This is an optimization exercise on Yosys and OpenROAD, whose aim is small area, not a production implementation.
Function was checked by simulation only, so behaviour that the tests miss may differ from the original.
No activity file was given, so power comes from the tool's default toggle rates.

==> job 2524: inputs <==
## cf_hdmi
module cf_hdmi (
  hdmi_clk,
  rst,
  hdmi_vsync,
  hdmi_hsync,
  hdmi_data_e,
  hdmi_data,
  hdmi_fs_toggle,
  hdmi_raddr_g,
  hdmi_tpm_oos,
  mem_raddr,
  mem_rdata,
  vdma_fs_ret_toggle,
  vdma_fs_waddr,
  up_enable,
  up_tpg_enable,
  up_csc_bypass,
  up_hs_width,
  up_hs_count,
  up_hs_de_min,
  up_hs_de_max,
  up_vs_width,
  up_vs_count,
  up_vs_de_min,
  up_vs_de_max,
  up_cp_en,
  up_cp);
  input           hdmi_clk;
  input           rst;
  output          hdmi_vsync;
  output          hdmi_hsync;
  output          hdmi_data_e;
  output  [15:0]  hdmi_data;
  output          hdmi_fs_toggle;
  output  [ 8:0]  hdmi_raddr_g;
  output          hdmi_tpm_oos;
  output  [ 8:0]  mem_raddr;
  input   [47:0]  mem_rdata;
  input           vdma_fs_ret_toggle;
  input   [ 8:0]  vdma_fs_waddr;
  input           up_enable;
  input           up_tpg_enable;
  input           up_csc_bypass;
  input   [15:0]  up_hs_width;
  input   [15:0]  up_hs_count;
  input   [15:0]  up_hs_de_min;
  input   [15:0]  up_hs_de_max;
  input   [15:0]  up_vs_width;
  input   [15:0]  up_vs_count;
  input   [15:0]  up_vs_de_min;
  input   [15:0]  up_vs_de_max;
  input           up_cp_en;
  input   [23:0]  up_cp;
  reg             en_m1, en_m2, en_m3;
  reg             cpen_m1, cpen_m2, cpen_m3;
  reg             fsr_m1, fsr_m2, fsr_m3;
  reg             up_en;
  reg             cp_en;
  reg             fs_ret;
  reg     [ 8:0]  fs_waddr;
  reg             tpg_en;
  reg             bypass;
  reg     [15:0]  hs_width;
  reg     [15:0]  hs_lim;
  reg     [15:0]  hs_de_min;
  reg     [15:0]  hs_de_max;
  reg     [15:0]  vs_width;
  reg     [15:0]  vs_lim;
  reg     [15:0]  vs_de_min;
  reg     [15:0]  vs_de_max;
  reg     [23:0]  cp;
  reg     [15:0]  hs_count;
  reg     [15:0]  vs_count;
  reg             hdmi_fs_toggle;
  reg     [ 9:0]  raddr;
  reg     [ 8:0]  hdmi_raddr_g;
  ...
Settings: LEC_CHECK=0, CAP_MARGIN=20, CORE_MARGIN=2, CORE_UTILIZATION=40, PLACE_DENSITY=0.6, SLEW_MARGIN=20; clock period 5.0 ns.
run.sh (not shown) runs the stock make flow with config.mk's settings and CLKGATE_MAP_FILE= SYNTH_SCRIPT=/design/flow/synth_recipe.tcl, a recipe that flattens the netlist after the stock synthesis.
==> job 7390: changes against job 2524 <==
--- a/flow/design.v
+++ b/flow/design.v
@@ -58,17 +58,17 @@
   reg             cp_en;
   reg             fs_ret;
   reg     [ 8:0]  fs_waddr;
   reg             tpg_en;
   reg             bypass;
   reg     [15:0]  hs_width;
-  reg     [15:0]  hs_lim;
+  reg     [15:0]  hs_cnt;
   reg     [15:0]  hs_de_min;
   reg     [15:0]  hs_de_max;
   reg     [15:0]  vs_width;
-  reg     [15:0]  vs_lim;
+  reg     [15:0]  vs_cnt;
   reg     [15:0]  vs_de_min;
   reg     [15:0]  vs_de_max;
   reg     [23:0]  cp;
   reg     [15:0]  hs_count;
   reg     [15:0]  vs_count;
   reg             hdmi_fs_toggle;
@@ -88,12 +88,25 @@
   reg     [ 7:0]  chr_6;
   reg             cr_sel;
   reg     [15:0]  od [6:16];
   reg     [15:0]  d17;
   reg     [15:0]  hdmi_data;
   integer         i;
+  function lt16;
+    input [15:0] a;
+    input [15:0] b;
+    integer k;
+    reg c;
+    begin
+      c = 1'b0;
+      for (k = 0; k < 16; k = k + 1) begin
+        c = (~a[k] & b[k]) | (~a[k] & c) | (b[k] & c);
+      end
+      lt16 = c;
+    end
+  endfunction
   wire load = en_m2 & ~en_m3;
   wire cp_load = cpen_m2 & ~cpen_m3;
   always @(posedge hdmi_clk) begin
     if (rst == 1'b1) begin
       en_m1 <= 1'b0;
       en_m2 <= 1'b0;
@@ -136,43 +149,45 @@
     if (cp_load == 1'b1) begin
       cp <= up_cp;
     end
   end
   always @(posedge hdmi_clk) begin
     if (rst == 1'b1) begin
-      hs_lim <= 16'hffff;
-      vs_lim <= 16'hffff;
+      hs_cnt <= 16'd0;
+      vs_cnt <= 16'd0;
     end else if (load == 1'b1) begin
-      hs_lim <= up_hs_count - 1'b1;
-      vs_lim <= up_vs_count - 1'b1;
+      hs_cnt <= up_hs_count;
+      vs_cnt <= up_vs_count;
     end
   end
-  wire hs_wrap = (hs_count >= hs_lim);
-  wire vs_wrap = (vs_count >= vs_lim);
+  wire [16:0] hs_inc = {1'b0, hs_count} + 1'b1;
+  wire [16:0] vs_inc = {1'b0, vs_count} + 1'b1;
+  wire hs_wrap = hs_inc[16] | ((|hs_cnt) & ~lt16(hs_inc[15:0], hs_cnt));
+  wire vs_wrap = vs_inc[16] | ((|vs_cnt) & ~lt16(vs_inc[15:0], vs_cnt));
   always @(posedge hdmi_clk) begin
     if (rst == 1'b1) begin
       hs_count <= 16'd0;
       vs_count <= 16'd0;
     end else begin
       if (hs_wrap == 1'b1) begin
         hs_count <= 16'd0;
         if (vs_wrap == 1'b1) begin
           vs_count <= 16'd0;
         end else begin
-          vs_count <= vs_count + 1'b1;
+          vs_count <= vs_inc[15:0];
         end
       end else begin
-        hs_count <= hs_count + 1'b1;
+        hs_count <= hs_inc[15:0];
       end
     end
   end
   wire fs_s = up_en & (hs_count == 16'd1) & (vs_count == vs_width);
-  wire hs_s = up_en & (hs_count < hs_width);
-  wire vs_s = up_en & (vs_count < vs_width);
-  wire de_s = up_en & (hs_count >= hs_de_min) & (hs_count < hs_de_max) &
-    (vs_count >= vs_de_min) & (vs_count < vs_de_max);
+  wire hs_s = up_en & lt16(hs_count, hs_width);
+  wire vs_s = up_en & lt16(vs_count, vs_width);
+  wire de_s = up_en & ~lt16(hs_count, hs_de_min) & lt16(hs_count, hs_de_max) &
+    ~lt16(vs_count, vs_de_min) & lt16(vs_count, vs_de_max);
   always @(posedge hdmi_clk) begin
     if (rst == 1'b1) begin
       hdmi_fs_toggle <= 1'b0;
       raddr <= 10'd0;
     end else begin
       if (fs_s == 1'b1) begin
@@ -400,14 +415,30 @@
   wire csc_cr_w141 = csc_cr_w104 ^ csc_cr_w105 ^ 1'b1;
   wire csc_cr_w142 = (csc_cr_w104 & csc_cr_w105) | (csc_cr_w104 & 1'b1) | (csc_cr_w105 & 1'b1);
   wire csc_cr_w143 = csc_cr_w106 ^ 1'b1;
   wire csc_cr_w144 = csc_cr_w106 & 1'b1;
   wire [19:0] csc_cr_a = {csc_cr_w142, csc_cr_w140, csc_cr_w138, csc_cr_w136, csc_cr_w134, csc_cr_w132, csc_cr_w130, csc_cr_w128, csc_cr_w126, csc_cr_w124, csc_cr_w122, csc_cr_w120, csc_cr_w118, csc_cr_w116, csc_cr_w114, csc_cr_w112, csc_cr_w110, csc_cr_w108, csc_cr_w107, ~r[0]};
   wire [19:0] csc_cr_b = {csc_cr_w143, csc_cr_w141, csc_cr_w139, csc_cr_w137, csc_cr_w135, csc_cr_w133, csc_cr_w131, csc_cr_w129, csc_cr_w127, csc_cr_w125, csc_cr_w123, csc_cr_w121, csc_cr_w119, csc_cr_w117, csc_cr_w115, csc_cr_w113, csc_cr_w111, csc_cr_w109, 1'b1, 1'b1};
-  wire [19:0] csc_cr_s = csc_cr_a + csc_cr_b;
-  wire [7:0] csc_cr = csc_cr_s[19:12];
+  wire csc_cr_w145 = ~r[0] ^ 1'b1 ^ 1'b0;
+  wire csc_cr_w146 = (~r[0] & 1'b1) | (~r[0] & 1'b0) | (1'b1 & 1'b0);
+  wire csc_cr_w147 = csc_cr_w107 ^ 1'b1 ^ csc_cr_w146;
+  wire csc_cr_w148 = (csc_cr_w107 & 1'b1) | (csc_cr_w107 & csc_cr_w146) | (1'b1 & csc_cr_w146);
+  wire csc_cr_w149 = csc_cr_w108 ^ csc_cr_w109 ^ csc_cr_w148;
+  wire csc_cr_w150 = (csc_cr_w108 & csc_cr_w109) | (csc_cr_w108 & csc_cr_w148) | (csc_cr_w109 & csc_cr_w148);
+  wire csc_cr_w151 = csc_cr_w110 ^ csc_cr_w111 ^ csc_cr_w150;
+  wire csc_cr_w152 = (csc_cr_w110 & csc_cr_w111) | (csc_cr_w110 & csc_cr_w150) | (csc_cr_w111 & csc_cr_w150);
+  wire csc_cr_w153 = csc_cr_w112 ^ csc_cr_w113 ^ csc_cr_w152;
+  wire csc_cr_w154 = (csc_cr_w112 & csc_cr_w113) | (csc_cr_w112 & csc_cr_w152) | (csc_cr_w113 & csc_cr_w152);
+  wire csc_cr_w155 = csc_cr_w114 ^ csc_cr_w115 ^ csc_cr_w154;
+  wire csc_cr_w156 = (csc_cr_w114 & csc_cr_w115) | (csc_cr_w114 & csc_cr_w154) | (csc_cr_w115 & csc_cr_w154);
+  wire csc_cr_w157 = csc_cr_w116 ^ csc_cr_w117 ^ csc_cr_w156;
+  wire csc_cr_w158 = (csc_cr_w116 & csc_cr_w117) | (csc_cr_w116 & csc_cr_w156) | (csc_cr_w117 & csc_cr_w156);
+  wire csc_cr_w159 = csc_cr_w118 ^ csc_cr_w119 ^ csc_cr_w158;
+  wire csc_cr_w160 = (csc_cr_w118 & csc_cr_w119) | (csc_cr_w118 & csc_cr_w158) | (csc_cr_w119 & csc_cr_w158);
+  wire [11:0] csc_cr_hs = csc_cr_a[19:8] + csc_cr_b[19:8] + csc_cr_w160;
+  wire [7:0] csc_cr = {csc_cr_hs[11:4]};
   wire csc_y_w1 = ~r[7] ^ ~r[5] ^ r[2];
   wire csc_y_w2 = (~r[7] & ~r[5]) | (~r[7] & r[2]) | (~r[5] & r[2]);
   wire csc_y_w3 = ~r[6] ^ r[3];
   wire csc_y_w4 = ~r[6] & r[3];
   wire csc_y_w5 = ~r[7] ^ r[4] ^ g[5];
   wire csc_y_w6 = (~r[7] & r[4]) | (~r[7] & g[5]) | (r[4] & g[5]);
@@ -528,14 +559,30 @@
   wire csc_y_w121 = csc_y_w86 ^ csc_y_w87 ^ b[7];
   wire csc_y_w122 = (csc_y_w86 & csc_y_w87) | (csc_y_w86 & b[7]) | (csc_y_w87 & b[7]);
   wire csc_y_w123 = csc_y_w88 ^ r[7] ^ g[6];
   wire csc_y_w124 = (csc_y_w88 & r[7]) | (csc_y_w88 & g[6]) | (r[7] & g[6]);
   wire [19:0] csc_y_a = {1'b0, csc_y_w124, csc_y_w122, csc_y_w120, csc_y_w118, csc_y_w116, csc_y_w114, csc_y_w112, csc_y_w110, csc_y_w108, csc_y_w106, csc_y_w104, csc_y_w102, csc_y_w100, csc_y_w98, csc_y_w96, csc_y_w94, csc_y_w92, csc_y_w90, csc_y_w89};
   wire [19:0] csc_y_b = {1'b0, g[7], csc_y_w123, csc_y_w121, csc_y_w119, csc_y_w117, csc_y_w115, csc_y_w113, csc_y_w111, csc_y_w109, csc_y_w107, csc_y_w105, csc_y_w103, csc_y_w101, csc_y_w99, csc_y_w97, csc_y_w95, csc_y_w93, csc_y_w91, 1'b1};
-  wire [19:0] csc_y_s = csc_y_a + csc_y_b;
-  wire [7:0] csc_y = csc_y_s[19:12];
+  wire csc_y_w125 = csc_y_w89 ^ 1'b1 ^ 1'b0;
+  wire csc_y_w126 = (csc_y_w89 & 1'b1) | (csc_y_w89 & 1'b0) | (1'b1 & 1'b0);
+  wire csc_y_w127 = csc_y_w90 ^ csc_y_w91 ^ csc_y_w126;
+  wire csc_y_w128 = (csc_y_w90 & csc_y_w91) | (csc_y_w90 & csc_y_w126) | (csc_y_w91 & csc_y_w126);
+  wire csc_y_w129 = csc_y_w92 ^ csc_y_w93 ^ csc_y_w128;
+  wire csc_y_w130 = (csc_y_w92 & csc_y_w93) | (csc_y_w92 & csc_y_w128) | (csc_y_w93 & csc_y_w128);
+  wire csc_y_w131 = csc_y_w94 ^ csc_y_w95 ^ csc_y_w130;
+  wire csc_y_w132 = (csc_y_w94 & csc_y_w95) | (csc_y_w94 & csc_y_w130) | (csc_y_w95 & csc_y_w130);
+  wire csc_y_w133 = csc_y_w96 ^ csc_y_w97 ^ csc_y_w132;
+  wire csc_y_w134 = (csc_y_w96 & csc_y_w97) | (csc_y_w96 & csc_y_w132) | (csc_y_w97 & csc_y_w132);
+  wire csc_y_w135 = csc_y_w98 ^ csc_y_w99 ^ csc_y_w134;
+  wire csc_y_w136 = (csc_y_w98 & csc_y_w99) | (csc_y_w98 & csc_y_w134) | (csc_y_w99 & csc_y_w134);
+  wire csc_y_w137 = csc_y_w100 ^ csc_y_w101 ^ csc_y_w136;
+  wire csc_y_w138 = (csc_y_w100 & csc_y_w101) | (csc_y_w100 & csc_y_w136) | (csc_y_w101 & csc_y_w136);
+  wire csc_y_w139 = csc_y_w102 ^ csc_y_w103 ^ csc_y_w138;
+  wire csc_y_w140 = (csc_y_w102 & csc_y_w103) | (csc_y_w102 & csc_y_w138) | (csc_y_w103 & csc_y_w138);
+  wire [11:0] csc_y_hs = csc_y_a[19:8] + csc_y_b[19:8] + csc_y_w140;
+  wire [7:0] csc_y = {csc_y_hs[11:4]};
   wire csc_cb_w1 = r[5] ^ ~r[3];
   wire csc_cb_w2 = r[5] & ~r[3];
   wire csc_cb_w3 = r[6] ^ ~r[4];
   wire csc_cb_w4 = r[6] & ~r[4];
   wire csc_cb_w5 = r[7] ^ ~r[5];
   wire csc_cb_w6 = r[7] & ~r[5];
@@ -716,14 +763,30 @@
   wire csc_cb_w181 = csc_cb_w142 ^ csc_cb_w143 ^ 1'b1;
   wire csc_cb_w182 = (csc_cb_w142 & csc_cb_w143) | (csc_cb_w142 & 1'b1) | (csc_cb_w143 & 1'b1);
   wire csc_cb_w183 = csc_cb_w144 ^ 1'b1;
   wire csc_cb_w184 = csc_cb_w144 & 1'b1;
   wire [19:0] csc_cb_a = {csc_cb_w182, csc_cb_w180, csc_cb_w178, csc_cb_w176, csc_cb_w174, csc_cb_w172, csc_cb_w170, csc_cb_w168, csc_cb_w166, csc_cb_w164, csc_cb_w162, csc_cb_w160, csc_cb_w158, csc_cb_w156, csc_cb_w154, csc_cb_w152, csc_cb_w150, csc_cb_w148, csc_cb_w146, csc_cb_w145};
   wire [19:0] csc_cb_b = {csc_cb_w183, csc_cb_w181, csc_cb_w179, csc_cb_w177, csc_cb_w175, csc_cb_w173, csc_cb_w171, csc_cb_w169, csc_cb_w167, csc_cb_w165, csc_cb_w163, csc_cb_w161, csc_cb_w159, csc_cb_w157, csc_cb_w155, csc_cb_w153, csc_cb_w151, csc_cb_w149, csc_cb_w147, 1'b1};
-  wire [19:0] csc_cb_s = csc_cb_a + csc_cb_b;
-  wire [7:0] csc_cb = csc_cb_s[19:12];
+  wire csc_cb_w185 = csc_cb_w145 ^ 1'b1 ^ 1'b0;
+  wire csc_cb_w186 = (csc_cb_w145 & 1'b1) | (csc_cb_w145 & 1'b0) | (1'b1 & 1'b0);
+  wire csc_cb_w187 = csc_cb_w146 ^ csc_cb_w147 ^ csc_cb_w186;
+  wire csc_cb_w188 = (csc_cb_w146 & csc_cb_w147) | (csc_cb_w146 & csc_cb_w186) | (csc_cb_w147 & csc_cb_w186);
+  wire csc_cb_w189 = csc_cb_w148 ^ csc_cb_w149 ^ csc_cb_w188;
+  wire csc_cb_w190 = (csc_cb_w148 & csc_cb_w149) | (csc_cb_w148 & csc_cb_w188) | (csc_cb_w149 & csc_cb_w188);
+  wire csc_cb_w191 = csc_cb_w150 ^ csc_cb_w151 ^ csc_cb_w190;
+  wire csc_cb_w192 = (csc_cb_w150 & csc_cb_w151) | (csc_cb_w150 & csc_cb_w190) | (csc_cb_w151 & csc_cb_w190);
+  wire csc_cb_w193 = csc_cb_w152 ^ csc_cb_w153 ^ csc_cb_w192;
+  wire csc_cb_w194 = (csc_cb_w152 & csc_cb_w153) | (csc_cb_w152 & csc_cb_w192) | (csc_cb_w153 & csc_cb_w192);
+  wire csc_cb_w195 = csc_cb_w154 ^ csc_cb_w155 ^ csc_cb_w194;
+  wire csc_cb_w196 = (csc_cb_w154 & csc_cb_w155) | (csc_cb_w154 & csc_cb_w194) | (csc_cb_w155 & csc_cb_w194);
+  wire csc_cb_w197 = csc_cb_w156 ^ csc_cb_w157 ^ csc_cb_w196;
+  wire csc_cb_w198 = (csc_cb_w156 & csc_cb_w157) | (csc_cb_w156 & csc_cb_w196) | (csc_cb_w157 & csc_cb_w196);
+  wire csc_cb_w199 = csc_cb_w158 ^ csc_cb_w159 ^ csc_cb_w198;
+  wire csc_cb_w200 = (csc_cb_w158 & csc_cb_w159) | (csc_cb_w158 & csc_cb_w198) | (csc_cb_w159 & csc_cb_w198);
+  wire [11:0] csc_cb_hs = csc_cb_a[19:8] + csc_cb_b[19:8] + csc_cb_w200;
+  wire [7:0] csc_cb = {csc_cb_hs[11:4]};
   always @(posedge hdmi_clk) begin
     csc_4 <= {csc_cr, csc_y, csc_cb};
     csc_5 <= csc_4;
   end
   wire [ 7:0] chr_5 = (cr_sel == 1'b1) ? csc_5[23:16] : csc_5[7:0];
   wire [ 7:0] chr_4 = (cr_sel == 1'b1) ? csc_4[23:16] : csc_4[7:0];
==> parameters.txt <==
Parameter                              Value

Global route
  Met2 global-route usage ... 33.2%
  Maximum number of pins on one net before global-route repair ... 89

Finish
  FF+latch area ... 0.0138 mm^2
  Multi-input gate area in the final layout ... 0.0118 mm^2
  # fillers ... 5,970
  Non-clk buf share ... 9.24%

Status
  Run status ... complete, no violations

Drt
  Vias ... 17,400
  Detailed-route wire length ... 66,600 um

Power
  Switching power total ... 0.00417 W
  Design Power ... 0.0151 W

Setup path
  CP max stage delay ... 0.55 ns
  First element of the critical path ... pix_3[16]
  Maximum fanout count along the critical path ... 3
That was job 7390.
==> parameters.txt <==
Parameter                              Value

Setup path
  CP max stage delay ... 0.54 ns
  First element of the critical path ... pix_3[19]

Global route
  Met2 global-route usage ... 33.0%

Power
  Design Power ... 0.0158 W

Drt
  Vias ... 18,600

Status
  Run status ... complete, no violations

Finish
  Multi-input gate area in the final layout ... 0.0134 mm^2
That was job 2524.

==> re-timing with driven ports <==
Ports are ideal in the flow. The routed layouts listed here were re-timed in OpenROAD. Step 1: set_driving_cell puts a clkbuf_16 on hdmi_clk and a buf_2 on each other input, an assumption about the parent block. Step 2, shift: input delay + t, output delay - t, t = (earliest + latest rising clock arrival at the registers) / 2. This alone moves slack from input paths to output paths. Three values: no drivers, after step 1, after step 2; two values: the first two.
run	t, ns	setup WS [ns]	hold slack, ns	worst setup path after step 2	cell pins on the clock port's net
job 2524	0.653	0.380 / 0.380 / 0.380	0.314 / 0.314 / 0.314	register to register	1
job 7390	0.655	0.264 / 0.264 / 0.264	0.310 / 0.310 / 0.310	register to register	1
After both steps every run listed still meets setup and hold.
